This is an optimization exercise on Yosys and OpenROAD, whose aim is small area, a short achievable clock period and few clock cycles, not a production implementation. In this exercise RTL edits were held to simulation tests only and were not proved equivalent to the original. Power figures rest on the tool's default switching activity, not on a simulated workload.

// cpu_pipeline
module cpu_pipeline(
    input wire clk,
    input wire rst_n,
    output wire ibus_req,
    output wire [(32-1):0] ibus_addr,
    input wire [(32-1):0] ibus_rdata,
    input wire ibus_ready,
    output wire dbus_req,
    output wire dbus_we,
    output wire [(32-1):0] dbus_addr,
    output wire [(32-1):0] dbus_wdata,
    output wire [1:0] dbus_size,
    input wire [(32-1):0] dbus_rdata,
    input wire dbus_ready
);
    reg ex_valid;
    reg [31:0] ex_rs1;
    reg [31:0] ex_b;     
    reg ex_sub;
    reg [31:0] ex_imm;
    reg [4:0] ex_rd;
    reg [2:0] ex_f3;
    reg ex_f7;           
    reg ex_wr;           
    reg ex_lui, ex_auipc, ex_jal, ex_jalr, ex_br, ex_ld, ex_st, ex_opimm, ex_op;
    reg [7:0] ex_clt, ex_ceq;   
    reg ex_clt7s;
    reg ex_base_pc;      
    reg ex_base_rs;      
    reg [31:2] fetch_q;
    wire [31:2] seq_pc = fetch_q + {29'd0, ex_valid};
    wire [31:0] wb_data;
  ...
Size in the first run: about 5200 cells after synthesis, ~170 I/O pins.
export LEC_CHECK = 0
export CAP_MARGIN = 30
export CORE_MARGIN = 2
export CORE_UTILIZATION = 40
export CTS_CLUSTER_SIZE = 30
export SETUP_SLACK_MARGIN = 3.0
export SLEW_MARGIN = 20
export SYNTH_HIERARCHICAL = 1
export SYNTH_MINIMUM_KEEP_SIZE = 0
create_clock -name core_clock -period 8.0 [get_ports {clk}]
standard.sh (not shown) runs the stock make flow with config.mk's settings and CLKGATE_MAP_FILE= SYNTH_SCRIPT=/design/flow/synth_recipe.tcl, a recipe that flattens the netlist after the stock synthesis.
==> flow/flow/run.sh <==
#!/bin/bash
# Layout flow: the standard flow (standard.sh), with every input and
# output port buffered by buf_2 cells instead of the buffer cell that
# buffer_ports picks by default. Its full output goes to standard.log.
set -e
export BUFFER_PORTS_ARGS="-buffer_cell sky130_fd_sc_hd__buf_2"
bash standard.sh > standard.log 2>&1
Testbench counts at the start, summed over its fixed seeds: cycles 77,558.
Edit:
Settings changed: CTS_CLUSTER_DIAMETER from default to 130, CTS_CLUSTER_SIZE 30 to 24, PLACE_DENSITY from default to 0.75.
Effect:
- The new run finished clean
- wire length fell by 5.8%
- sequential cell count does not change
- setup slack improves by 0.015 ns
- final cell count came out lower by 2.7%
- maximum frequency hardly moves
- die area is unchanged


== v3 ==
cpu_pipeline again, from the RTL that the note above started with.
==> flow/config.mk <==
export PLATFORM = sky130hd
export DESIGN_NAME = cpu_pipeline
export DESIGN_NICKNAME = cpu_pipeline
export VERILOG_FILES = /design/flow/design.v
export SDC_FILE = /design/flow/constraint.sdc
export NUM_CORES = 8
export LEC_CHECK = 0
export CAP_MARGIN = 15
export CORE_MARGIN = 2
export CORE_UTILIZATION = 40
export CTS_CLUSTER_DIAMETER = 130
export CTS_CLUSTER_SIZE = 24
export SETUP_SLACK_MARGIN = 3.0
export SLEW_MARGIN = 10
export SYNTH_HIERARCHICAL = 1
export SYNTH_MINIMUM_KEEP_SIZE = 0
==> flow/constraint.sdc <==
create_clock -name core_clock -period 8.0 [get_ports {clk}]
set_input_delay 1.6000 -clock core_clock [delete_from_list [all_inputs] [get_ports {clk}]]
set_output_delay 1.6000 -clock core_clock [all_outputs]
set_load 0.01 [all_outputs]
Scripts as last shown in full above: flow/flow/run.sh
Testbench counts of v3, summed over its fixed seeds: cycles 77,558.
Input-level comparison between v5 and v3:
- SLEW_MARGIN: 10 -> 20
- CAP_MARGIN: 15 -> 30
Findings:
- As far as count of inverters other than clock inverters in the layout goes, v5 and v3 are indistinguishable; the numbers are identical.
- v3 was smaller in final cell area than v5.
- [compare] base=v3 new=v5: number of placed instances with taps included now sits at about the same level, post-layout worst setup margin now sits higher.
### v5 -> v12
- a change of CTS_CLUSTER_SIZE from 24 to 22
- a change of CTS_CLUSTER_DIAMETER from 130 to 120
- a change of SETUP_SLACK_MARGIN from 3.0 to 3.25
[summary]
- Share of total power in combinational logic in v12 is 1.6 points higher than in v5
- Critical path depth: higher on v5
- Compared with v5, v12 shows average wire per cell in the routed design that has gone up by a few percent.
- [compare] base=v5 new=v12: utilization after layout up 1.7 points, pre-CTS setup slack down 320 ps, number of clock buffers in the layout up 5, sequential share of layout area down 1.3 points.
- Post-layout total power on v12 is behind v5.
Changes in v37 relative to v12:
- swapping 3.25 for 3.0 in SETUP_SLACK_MARGIN
- clearing CTS_CLUSTER_DIAMETER, which used to be 120
- swapping 40 for 50 in CORE_UTILIZATION
- clearing CTS_CLUSTER_SIZE, which used to be 22
==> flow/flow/run.sh <==
#!/bin/bash
# Layout flow: the standard flow (standard.sh), with every input and
# output port buffered by buf_4 cells instead of the buffer cell that
# buffer_ports picks by default. Its full output goes to standard.log.
set -e
export BUFFER_PORTS_ARGS="-buffer_cell sky130_fd_sc_hd__buf_4"
bash standard.sh > standard.log 2>&1
==> notes.md <==
Going from v12 to v37, maximum clock path buffer count shows no meaningful change; fraction of final layout cells sized beyond drive strength 1 shows a reduction of 1.9 points; routed wire length now sits lower; flip-flop and latch area about even. Reported for v12 and v37, total DRC errors in the routed layout turned out identical to the last digit. Re wire length of the first global-routing pass: v12 was higher than v37. The lower number of buffers outside the clock class in the layout of v12 and v37 is in v37.
Here is what was changed in the inputs of v24 compared with v37.
- swapping 50 for 40 in CORE_UTILIZATION
Results
- Final cell area: v24 above v37
- Die width grows by more than 10% when moving from v37 to v24.
- Setup slack: v24 less than v37
- Of the two candidates, v37 has the better wire length of the first global-routing pass and v24 the worse one.
- Of v24 and v37, v37 shows the higher utilization, with v24 below it.
- Est. power | v24 vs v37 | v24 higher
- Relative to v37, the count of clock-buffer cells in the layout measured on v24 has increased by a few percent.

==> what the ideal ports hide <==
The flow's constraints put no driver on any port. The routed layouts listed below were extracted and timed again, unchanged, in two steps. Step 1, drivers: a clkbuf_16 drives clk and a buf_2 each remaining input, both assumed. Step 2, shift: input delay + t, output delay - t, t = (earliest + latest rising clock arrival at the registers) / 2. This alone moves slack from input paths to output paths. Three values: ideal, step 1, step 2; two values: the first two.
| run | t (ns) | slack for setup (ns) | clock arrival spread, ns |
|---|---|---|---|
| the first run of note 1 | 0.853 | 2.959 / 2.866 / 2.179 | 0.077 / 0.077 |
| the second run of note 1 | 0.792 | 2.974 / 2.917 / 2.179 | 0.031 / 0.031 |
| v3 | 0.784 | 2.905 / 2.893 / 2.120 | 0.031 / 0.030 |
| v5 | 0.786 | 3.003 / 2.952 / 2.191 | 0.034 / 0.035 |
| v12 | 0.822 | 2.986 / 2.902 / 2.201 | 0.061 / 0.061 |
| v37 | 0.806 | 2.936 / 2.857 / 2.277 | 0.069 / 0.069 |
| v24 | 0.862 | 2.928 / 2.873 / 2.011 | 0.042 / 0.042 |
After both steps setup and hold are still met in every run listed. The setup slack of v24, which loses most, moves by -0.055 ns with the drivers and by -0.917 ns with both steps.
